From an optimization exercise on the open Yosys and OpenROAD flow, aimed at small area; shortcuts taken in it are not production practice. In this exercise RTL edits were held to simulation tests only and were not proved equivalent to the original. Power and IR drop assume default switching activity.

## build 68
Design spell, start of the top module:
module spell (
    input wire reset,
    input wire clock,
    input wire i_la_write,
    input wire [6:0] i_la_addr,
    input wire [7:0] i_la_data,
    input wire i_la_wb_disable,
    output wire [31:0] la_data_out,
    input  wire        i_wb_cyc,    
    input  wire        i_wb_stb,    
    input  wire        i_wb_we,     
    input  wire [31:0] i_wb_addr,   
    input  wire [31:0] i_wb_data,   
    output wire        o_wb_ack,    
    output reg  [31:0] o_wb_data,   
    input  wire [7:0] io_in,
    output wire [7:0] io_out,
    output wire [7:0] io_oeb,   
    output wire        rambus_wb_rst_o,    
    output wire        rambus_wb_stb_o,    
    output wire        rambus_wb_cyc_o,    
    output wire        rambus_wb_we_o,     
    output wire [ 3:0] rambus_wb_sel_o,    
    output wire [31:0] rambus_wb_dat_o,    
    output wire [ 9:0] rambus_wb_addr_o,   
    input  wire        rambus_wb_ack_i,    
    input  wire [31:0] rambus_wb_dat_i,    
    output wire interrupt
);
  localparam StateFetch = 3'd0;
  localparam StateFetchData = 3'd1;
  localparam StateExecute = 3'd2;
  localparam StateStore = 3'd3;
  localparam StateDelay = 3'd4;
  localparam StateSleep = 3'd5;
  localparam REG_PC = 24'h000;
  localparam REG_SP = 24'h004;
  localparam REG_EXEC = 24'h008;
  localparam REG_CTRL = 24'h00c;
  localparam REG_CYCLES_PER_MS = 24'h010;
  localparam REG_STACK_TOP = 24'h014;
  localparam REG_STACK_PUSH = 24'h018;
  ...
Size in the first run: ~2800 cells after synthesis, ~740 flip-flops, about 34000 um^2 of cells after synthesis.
==> flow/config.mk <==
export PLATFORM = sky130hd
export DESIGN_NAME = spell
export DESIGN_NICKNAME = spell
export VERILOG_FILES = /design/flow/design.v
export SDC_FILE = /design/flow/constraint.sdc
export NUM_CORES = 4
export LEC_CHECK = 0
export CAP_MARGIN = 20
export CORE_MARGIN = 2
export CORE_UTILIZATION = 40
export SLEW_MARGIN = 20
==> flow/constraint.sdc <==
create_clock -name core_clock -period 10.0 [get_ports {clock}]
set_input_delay 2.0000 -clock core_clock [delete_from_list [all_inputs] [get_ports {clock}]]
set_output_delay 2.0000 -clock core_clock [all_outputs]
set_load 0.01 [all_outputs]
standard.sh (not shown) runs the stock make flow with config.mk's settings and CLKGATE_MAP_FILE= SYNTH_SCRIPT=/design/flow/synth_recipe.tcl, a recipe that flattens the netlist after the stock synthesis.
==> flow/flow/run.sh <==
#!/bin/bash
# Own layout flow: the standard ORFS flow, with two changes to how cells are chosen:
#  - port buffers use the smallest buffer (buf_1) instead of ORFS's default choice;
#  - clock tree synthesis uses clkbuf_8 and inserts no dummy loads.
# Everything else (synthesis, floorplan, power grid, tap cells, placement, routing) is the
# standard flow, run through standard.sh. Its full output goes to standard.log here, and
# ORFS's own per-step logs stay under orfs/logs/.
set -euo pipefail
export BUFFER_PORTS_ARGS="-buffer_cell sky130_fd_sc_hd__buf_1"
export CTS_ARGS="-sink_clustering_enable -repair_clock_nets -dont_use_dummy_load -buf_list sky130_fd_sc_hd__clkbuf_8"
bash standard.sh > standard.log 2>&1
[inputs] trial 2 vs build 68
==> flow/run.sh (new file) <==
#!/bin/bash
# synth_recipe.tcl (not shown) runs the flow's synth.tcl, then flattens the netlist and writes it again
# the make line also repeats each setting of config.mk as NAME=value (left out here)
make -C /OpenROAD-flow-scripts/flow DESIGN_CONFIG=/design/flow/config.mk WORK_HOME=/design/flow/orfs CLKGATE_MAP_FILE= SYNTH_SCRIPT=/design/flow/synth_recipe.tcl finish
removed: flow/flow/run.sh
removed: flow/standard.sh
Results
- The power consumed by combinational cells in trial 2 sits 8.9% above the value recorded for build 68.
- From build 68 to trial 2 the numbers moved as follows: end-of-flow core utilization moved up; final area moved up.
- Register share of the cell area (higher): build 68
- For trial 2, the critical path endpoint was la_data_out[28], unlike build 68, where it was stk_o[62].
- Build 68 -> trial 2: vertical die dimension delta 0, exact match
- In trial 2 the minimum period implied by the final worst setup slack turned out 0.23 ns higher than in build 68.
- Going from build 68 to trial 2, the met1 track utilization from global routing was found to have gone up by 0.45 points.
- Worst hold slack delta (trial 2 -> build 68): insignificant

* * *

Another version of the RTL of spell (not shown whole).
For scale: ~2,500 cells after synthesis, roughly 260 I/O pins, roughly 31,000 um2 of cells after synthesis.
==> flow/config.mk <==
export PLATFORM = sky130hd
export DESIGN_NAME = spell
export DESIGN_NICKNAME = spell
export VERILOG_FILES = /design/flow/design.v
export SDC_FILE = /design/flow/constraint.sdc
export NUM_CORES = 4
export LEC_CHECK = 0
export CAP_MARGIN = 0
export CORE_MARGIN = 2
export CORE_UTILIZATION = 60
export PLACE_DENSITY = 0.7
export SLEW_MARGIN = 0
==> flow/constraint.sdc <==
create_clock -name core_clock -period 10.0 [get_ports {clock}]
set_input_delay 2.0000 -clock core_clock [delete_from_list [all_inputs] [get_ports {clock}]]
set_output_delay 2.0000 -clock core_clock [all_outputs]
set_load 0.01 [all_outputs]
==> flow/flow/run.sh <==
#!/bin/bash
# Own layout flow: the standard ORFS flow (standard.sh), with three changes to how cells
# are chosen; the floorplan, power grid, tap cells, placement and routing are the standard ones.
#  - synthesis: the same synthesis script, but ABC maps the combinational logic for area
#    (no delay-driven mapping, buffering or gate upsizing; timing has ample slack at 10 ns),
#    and adders are left to ABC instead of being mapped to half/full-adder cells first.
#    Registers are mapped before ABC runs, so they are exactly the standard synthesis's.
#  - port buffers use the smallest buffer (buf_1) instead of ORFS's default choice;
#  - clock tree synthesis uses larger sink clusters and inserts no dummy loads.
# Each tool's full output goes to a log file here (synth.log, standard.log), and ORFS's
# per-step logs stay under orfs/logs/.
set -euo pipefail
rm -rf scripts_area
cp -r "$FLOW_HOME/scripts" scripts_area
printf '&get -n\n&st\n&dc2\n&dch\n&nf -R 1000 -p\n&put\n' > scripts_area/abc_speed.script
bash standard.sh SCRIPTS_DIR="$PWD/scripts_area" ADDER_MAP_FILE= synth > synth.log 2>&1
export BUFFER_PORTS_ARGS="-buffer_cell sky130_fd_sc_hd__buf_1"
export CTS_ARGS="-sink_clustering_enable -repair_clock_nets -dont_use_dummy_load -buf_list sky130_fd_sc_hd__clkbuf_8 -sink_clustering_size 16 -sink_clustering_max_diameter 60"
bash standard.sh > standard.log 2>&1
Change:
--- a/flow/flow/run.sh
+++ b/flow/flow/run.sh
@@ -6 +6,2 @@
-#    and adders are left to ABC instead of being mapped to half/full-adder cells first.
+#    adders are left to ABC instead of being mapped to half/full-adder cells first, and
+#    no buffers are added for pass-through wires (every port gets its buffer later anyway).
@@ -16 +17 @@
-bash standard.sh SCRIPTS_DIR="$PWD/scripts_area" ADDER_MAP_FILE= synth > synth.log 2>&1
+bash standard.sh SCRIPTS_DIR="$PWD/scripts_area" ADDER_MAP_FILE= SYNTH_INSBUF=0 synth > synth.log 2>&1
Settings changed: CAP_MARGIN 0 to 20, CORE_UTILIZATION 60 to 40, GPL_TIMING_DRIVEN set to 0, PLACE_DENSITY 0.7 to not set, SLEW_MARGIN 0 to 20.
- total power increases by 0.87%
- via count went down by 1.6%
- utilization is lower by 21 points
- global-route usage drops by 11 points
- sequential power barely changes
- flip-flop and latch count stays the same
- final area went up by 2.4%
- die area increases by 48%
Change:
--- a/flow/flow/run.sh
+++ b/flow/flow/run.sh
@@ -6,2 +6 @@
-#    adders are left to ABC instead of being mapped to half/full-adder cells first, and
-#    no buffers are added for pass-through wires (every port gets its buffer later anyway).
+#    and adders are left to ABC instead of being mapped to half/full-adder cells first.
@@ -17 +16 @@
-bash standard.sh SCRIPTS_DIR="$PWD/scripts_area" ADDER_MAP_FILE= SYNTH_INSBUF=0 synth > synth.log 2>&1
+bash standard.sh SCRIPTS_DIR="$PWD/scripts_area" ADDER_MAP_FILE= synth > synth.log 2>&1
Settings changed: GPL_TIMING_DRIVEN 0 to not set.
What happened:
- routed wire length rose slightly
- final cell count rose slightly
- clock power stays flat
- global-route usage fell by 0.31 points
- worst setup slack gets better by 1000 ps
- sequential power stays flat
- design area fell slightly

* * *

Another version of the RTL of spell (not shown whole).
Size: ~750 flip-flops, about 260 I/O pins, ~0.035 mm^2 of cells after synthesis.
==> flow/design.v (excerpt) <==
module spell (
    input wire reset,
    input wire clock,
    input wire i_la_write,
    input wire [6:0] i_la_addr,
    input wire [7:0] i_la_data,
    input wire i_la_wb_disable,
    output wire [31:0] la_data_out,
    input  wire        i_wb_cyc,    
    input  wire        i_wb_stb,    
    input  wire        i_wb_we,     
    input  wire [31:0] i_wb_addr,   
    input  wire [31:0] i_wb_data,   
    output wire        o_wb_ack,    
    output reg  [31:0] o_wb_data,   
    input  wire [7:0] io_in,
    output wire [7:0] io_out,
    output wire [7:0] io_oeb,   
    output wire        rambus_wb_rst_o,    
    output wire        rambus_wb_stb_o,    
    output wire        rambus_wb_cyc_o,    
    output wire        rambus_wb_we_o,     
    output wire [ 3:0] rambus_wb_sel_o,    
    output wire [31:0] rambus_wb_dat_o,    
    output wire [ 9:0] rambus_wb_addr_o,   
    input  wire        rambus_wb_ack_i,    
    input  wire [31:0] rambus_wb_dat_i,    
    output wire interrupt
);
  localparam StateFetch = 3'd0;
  localparam StateFetchData = 3'd1;
  localparam StateExecute = 3'd2;
  localparam StateStore = 3'd3;
  localparam StateDelay = 3'd4;
  localparam StateSleep = 3'd5;
  localparam REG_PC = 24'h000;
  localparam REG_SP = 24'h004;
  localparam REG_EXEC = 24'h008;
  localparam REG_CTRL = 24'h00c;
  localparam REG_CYCLES_PER_MS = 24'h010;
  localparam REG_STACK_TOP = 24'h014;
  localparam REG_STACK_PUSH = 24'h018;
  localparam REG_INT_ENABLE = 24'h20;
  localparam REG_INT = 24'h24;
  localparam INTR_SLEEP = 0;
  localparam INTR_STOP = 1;
  localparam INTR_COUNT = 2;
  reg [2:0] state;
  reg [7:0] pc;
  reg [4:0] sp;
  reg [7:0] opcode;
  reg [7:0] memory_input;
  wire [7:0] next_pc;
  wire [4:0] next_sp;
  wire ex_wr_sp, ex_wr_sp1, ex_wr_sp2, ex_swap;
  wire [7:0] ex_value;
  wire memory_write_en;
  wire [7:0] delay_amount;
  wire sleep;
  wire stop;
  reg [INTR_COUNT-1:0] intr;
  reg [INTR_COUNT-1:0] intr_enable;
  reg edge_interrupts;
  wire level_interrupt = |(intr & intr_enable);
  reg prev_level_interrupt;
  assign interrupt = edge_interrupts ? (!prev_level_interrupt && level_interrupt) : level_interrupt;
  reg single_step;
  reg out_of_order_exec;
  reg sram_enable;
  reg mem_select;
  ...
clock: 10.0 ns
lec_check: 0
cap_margin: 20
core_margin: 2
core_utilization: 40
cts_buf_list: sky130_fd_sc_hd__clkbuf_8
slew_margin: 20
run.sh (not shown) runs the stock make flow with config.mk's settings and CLKGATE_MAP_FILE= SYNTH_SCRIPT=/design/flow/synth_recipe.tcl, a recipe that flattens the netlist after the stock synthesis.
Stock flow here: none of the scripts above is used.
==> next run, changes <==
Settings changed: CTS_BUF_LIST sky130_fd_sc_hd__clkbuf_8 to unset.
Effect:
- The changed run produced a clean layout
- sequential power hardly moves
- non-clock buffer count climbs by 1
- design area went up slightly
- power increases by a few percent
- via count fell slightly
- count of clock-buffer cells in the layout shrinks by 39
- setup slack loses 60 ps
- die area stays the same
- final cell count goes down slightly
- hold slack stays flat
- sequential share of layout area falls by 0.24 points

* * *

Setup of v59:
Another version of the RTL of spell (not shown whole).
Size in the first run: roughly 2300 cells after synthesis, roughly 720 flip-flops.
## spell
module spell (
    input wire reset,
    input wire clock,
    input wire i_la_write,
    input wire [6:0] i_la_addr,
    input wire [7:0] i_la_data,
    input wire i_la_wb_disable,
    output wire [31:0] la_data_out,
    input  wire        i_wb_cyc,    
    input  wire        i_wb_stb,    
    input  wire        i_wb_we,     
    input  wire [31:0] i_wb_addr,   
    input  wire [31:0] i_wb_data,   
    output wire        o_wb_ack,    
    output reg  [31:0] o_wb_data,   
    input  wire [7:0] io_in,
    output wire [7:0] io_out,
    output wire [7:0] io_oeb,   
    output wire        rambus_wb_rst_o,    
    output wire        rambus_wb_stb_o,    
    output wire        rambus_wb_cyc_o,    
    output wire        rambus_wb_we_o,     
    output wire [ 3:0] rambus_wb_sel_o,    
    output wire [31:0] rambus_wb_dat_o,    
    output wire [ 9:0] rambus_wb_addr_o,   
    input  wire        rambus_wb_ack_i,    
    input  wire [31:0] rambus_wb_dat_i,    
    output wire interrupt
);
Settings: LEC_CHECK=0, CAP_MARGIN=20, CORE_MARGIN=2, CORE_UTILIZATION=40, SLEW_MARGIN=20; clock period 10.0 ns.
standard.sh (not shown) runs the stock make flow with config.mk's settings and CLKGATE_MAP_FILE= SYNTH_SCRIPT=/design/flow/synth_recipe.tcl, a recipe that flattens the netlist after the stock synthesis.
==> flow/flow/run.sh <==
#!/bin/bash
# Own layout flow: the standard ORFS flow (standard.sh), with three changes to how cells
# are chosen; the floorplan, power grid, tap cells, placement and routing are the standard ones.
#  - synthesis: the same synthesis script, but ABC restructures the combinational logic for
#    area (&deepsyn, bounded by steps without improvement, so the result is deterministic)
#    and maps it for area (no delay-driven mapping, buffering or gate upsizing; timing has
#    ample slack at 10 ns),
#    and adders are left to ABC instead of being mapped to half/full-adder cells first.
#    Registers are mapped before ABC runs, so they are exactly the standard synthesis's.
#  - port buffers use the smallest buffer (buf_1) instead of ORFS's default choice;
#  - clock tree synthesis uses larger sink clusters and inserts no dummy loads.
# Each tool's full output goes to a log file here (synth.log, standard.log), and ORFS's
# per-step logs stay under orfs/logs/.
set -euo pipefail
rm -rf scripts_area
cp -r "$FLOW_HOME/scripts" scripts_area
printf '&get -n\n&st\n&deepsyn -J 50\n&dch\n&nf -R 1000 -p\n&put\n' > scripts_area/abc_speed.script
bash standard.sh SCRIPTS_DIR="$PWD/scripts_area" ADDER_MAP_FILE= synth > synth.log 2>&1
export BUFFER_PORTS_ARGS="-buffer_cell sky130_fd_sc_hd__buf_1"
export CTS_ARGS="-sink_clustering_enable -repair_clock_nets -dont_use_dummy_load -buf_list sky130_fd_sc_hd__clkbuf_4 -sink_clustering_size 10 -sink_clustering_max_diameter 50"
bash standard.sh > standard.log 2>&1
v59 went all the way through synthesis, placement and routing and the layout is clean on timing, DRC and antenna.
Modified inputs, v31 compared to v59
diff --git a/flow/flow/run.sh b/flow/flow/run.sh
--- a/flow/flow/run.sh
+++ b/flow/flow/run.sh
@@ -18,4 +18,4 @@
 bash standard.sh SCRIPTS_DIR="$PWD/scripts_area" ADDER_MAP_FILE= synth > synth.log 2>&1
 export BUFFER_PORTS_ARGS="-buffer_cell sky130_fd_sc_hd__buf_1"
-export CTS_ARGS="-sink_clustering_enable -repair_clock_nets -dont_use_dummy_load -buf_list sky130_fd_sc_hd__clkbuf_4 -sink_clustering_size 10 -sink_clustering_max_diameter 50"
+export CTS_ARGS="-sink_clustering_enable -repair_clock_nets -dont_use_dummy_load -buf_list sky130_fd_sc_hd__clkbuf_8 -sink_clustering_size 16 -sink_clustering_max_diameter 60"
 bash standard.sh > standard.log 2>&1
Findings:
- In the flow results for v31 and v59, the time the worst path needs with I/O delays and setup is larger on v59.
- When the final numbers for v31 and v59 were put side by side, the sequential share of layout area turned out to be smaller in v31.
- [compare] base=v59 new=v31: ratio of final minimum period to clock period flat; global-route wire length before repair down 0.47%; combinational fraction of design power down 0.2 points.
- Row routed wirelength normalized by instance count: v31 higher / v59 lower
- Critical path depth came out exactly the same in v31 and v59.
The inputs of v56 differ from those of v31 as listed below.
diff --git a/flow/flow/run.sh b/flow/flow/run.sh
--- a/flow/flow/run.sh
+++ b/flow/flow/run.sh
@@ -18,4 +18,4 @@
 bash standard.sh SCRIPTS_DIR="$PWD/scripts_area" ADDER_MAP_FILE= synth > synth.log 2>&1
 export BUFFER_PORTS_ARGS="-buffer_cell sky130_fd_sc_hd__buf_1"
-export CTS_ARGS="-sink_clustering_enable -repair_clock_nets -dont_use_dummy_load -buf_list sky130_fd_sc_hd__clkbuf_8 -sink_clustering_size 16 -sink_clustering_max_diameter 60"
+export CTS_ARGS="-sink_clustering_enable -repair_clock_nets -dont_use_dummy_load -buf_list sky130_fd_sc_hd__clkbuf_4 -sink_clustering_size 8 -sink_clustering_max_diameter 50"
 bash standard.sh > standard.log 2>&1
--- outcome ---
Of the two candidates, v31 has the better worst slew slack as a fraction of its limit and v56 the worse one.
Diff v56..v31 | cell area | negligible
Slack of the critical path, v31 and v56: higher on v56
The count of clock-buffer cells in the layout reported for v56 is greater than that of v31 by 80%.
As far as layout-stage area growth over the synthesis result is concerned, v56 and v31 perform about the same.
Via count of the first global-routing pass | v56 above v31
[compare] base=v31 new=v56: violation count after the first detailed-routing iteration fell about 2%; overall power about even.
The inputs of v48 differ from those of v56 as listed below.
==> flow/flow/run.sh <==
#!/bin/bash
# Own layout flow: the standard ORFS flow (standard.sh), with three changes to how cells
# are chosen; the floorplan, power grid, tap cells, placement and routing are the standard ones.
#  - synthesis: the same synthesis script, but ABC maps the combinational logic for area
#    (no delay-driven mapping, buffering or gate upsizing; timing has ample slack at 10 ns),
#    and adders are left to ABC instead of being mapped to half/full-adder cells first.
#    Registers are mapped before ABC runs, so they are exactly the standard synthesis's.
#  - port buffers use the smallest buffer (buf_1) instead of ORFS's default choice;
#  - clock tree synthesis uses larger sink clusters and inserts no dummy loads.
# Each tool's full output goes to a log file here (synth.log, standard.log), and ORFS's
# per-step logs stay under orfs/logs/.
set -euo pipefail
rm -rf scripts_area
cp -r "$FLOW_HOME/scripts" scripts_area
printf '&get -n\n&st\n&dc2\n&dch\n&nf -R 1000 -p\n&put\n' > scripts_area/abc_speed.script
bash standard.sh SCRIPTS_DIR="$PWD/scripts_area" ADDER_MAP_FILE= synth > synth.log 2>&1
export BUFFER_PORTS_ARGS="-buffer_cell sky130_fd_sc_hd__buf_1"
export CTS_ARGS="-sink_clustering_enable -repair_clock_nets -dont_use_dummy_load -buf_list sky130_fd_sc_hd__clkbuf_8 -sink_clustering_size 16 -sink_clustering_max_diameter 60"
bash standard.sh > standard.log 2>&1
--- outcome ---
v56 has a lower routed wire length than v48.
Diff v56 -> v48: final worst-path setup slack rose 0.67 ns, total non-filler cell area in the finished layout rose about 3.8%.
The via count reported for v48 is higher than the one for v56.
Power consumed by combinational cells, v48 and v56: smaller value in v48
v48 gives more fraction of the core area covered by cells at the end of the flow than v56 did.
Of v48 and v56, the higher area after detailed placement belongs to v48.
v48 does worse than v56 on die area.
> inputs changed (v48 -> v39)
==> flow/flow/run.sh <==
#!/bin/bash
# Own layout flow: the standard ORFS flow (standard.sh), with three changes to how cells
# are chosen; the floorplan, power grid, tap cells, placement and routing are the standard ones.
#  - synthesis: the same synthesis script, but ABC restructures the combinational logic for
#    area (&deepsyn, bounded by steps without improvement, so the result is deterministic)
#    and maps it for area (no delay-driven mapping, buffering or gate upsizing; timing has
#    ample slack at 10 ns),
#    and adders are left to ABC instead of being mapped to half/full-adder cells first.
#    Registers are mapped before ABC runs, so they are exactly the standard synthesis's.
#  - port buffers use the smallest buffer (buf_1) instead of ORFS's default choice;
#  - clock tree synthesis uses larger sink clusters and inserts no dummy loads.
# Each tool's full output goes to a log file here (synth.log, standard.log), and ORFS's
# per-step logs stay under orfs/logs/.
set -euo pipefail
rm -rf scripts_area
cp -r "$FLOW_HOME/scripts" scripts_area
printf '&get -n\n&st\n&deepsyn -J 50\n&dch\n&nf -R 1000 -p\n&put\n' > scripts_area/abc_speed.script
bash standard.sh SCRIPTS_DIR="$PWD/scripts_area" ADDER_MAP_FILE= synth > synth.log 2>&1
export BUFFER_PORTS_ARGS="-buffer_cell sky130_fd_sc_hd__buf_1"
export CTS_ARGS="-sink_clustering_enable -repair_clock_nets -dont_use_dummy_load -buf_list sky130_fd_sc_hd__clkbuf_8 -sink_clustering_size 18 -sink_clustering_max_diameter 60"
bash standard.sh > standard.log 2>&1
[summary]
v48 completed every stage of the flow, and the final layout passed the timing, DRC and antenna checks. v39 reached the end of the flow, and the finished layout is clean on the timing, DRC and antenna checks. Wire length (v39 vs. v48) decreases by a few percent. v39: setup slack after placement is 0.68 ns lower than what v48 reported. Worst hold slack delta (v39 − v48): unfavourable. v39 vs v48 — sum of met2 wire segment lengths after detailed routing dropped by a few percent. Post-route core utilization for v39: 0.50 points down relative to v48.

[what the ideal ports hide]
Ports are ideal in the flow. The routed layouts listed here were re-timed in OpenROAD.
Step 1: set_driving_cell puts a clkbuf_16 on clock and a buf_2 on each other input, an assumption about the parent block.
Step 2, shift: input delay + t, output delay - t, t = (earliest + latest rising clock arrival at the registers) / 2. This alone moves slack from input paths to output paths.
a / b / c = no drivers / after step 1 / after step 2; a / b = the first two.
run | t, ns | setup WS [ns] | hold slack, ns | worst register clock-pin slew, ns | cell pins on the clock port's net
build 68 | 0.779 | 3.241 / 3.241 / 2.752 | 0.453 / 0.453 / 0.453 | 0.07 / 0.07 | 1
trial 2 | 0.706 | 3.010 / 2.941 / 2.995 | 0.454 / 0.454 / 0.454 | 0.07 / 0.07 | 1
the first run of note 2 | 0.719 | 2.500 / 2.500 / 2.500 | 0.470 / 0.470 / 0.470 | 0.11 / 0.11 | 1
the second run of note 2 | 0.750 | 1.325 / 1.325 / 1.325 | 0.470 / 0.470 / 0.470 | 0.11 / 0.11 | 1
the third run of note 2 | 0.734 | 2.363 / 2.363 / 2.363 | 0.473 / 0.473 / 0.473 | 0.11 / 0.11 | 1
the first run of note 3 | 0.862 | 2.519 / 2.519 / 2.519 | 0.453 / 0.453 / 0.453 | 0.07 / 0.07 | 1
the second run of note 3 | 0.714 | 2.459 / 2.459 / 2.459 | 0.453 / 0.453 / 0.453 | 0.07 / 0.07 | 1
v59 | 0.903 | 1.589 / 1.589 / 1.589 | 0.480 / 0.480 / 0.480 | 0.12 / 0.12 | 1
v31 | 0.739 | 1.594 / 1.594 / 1.594 | 0.479 / 0.479 / 0.479 | 0.10 / 0.10 | 1
v56 | 0.899 | 1.669 / 1.669 / 1.669 | 0.479 / 0.479 / 0.479 | 0.10 / 0.10 | 1
v48 | 0.748 | 2.338 / 2.338 / 2.338 | 0.487 / 0.487 / 0.487 | 0.11 / 0.11 | 1
v39 | 0.732 | 1.640 / 1.640 / 1.640 | 0.475 / 0.475 / 0.475 | 0.12 / 0.12 | 1
After both steps setup and hold are still met in every run listed. For build 68, which loses most, drivers alone change the setup slack by 0.000 ns; drivers and shift together by -0.489 ns.
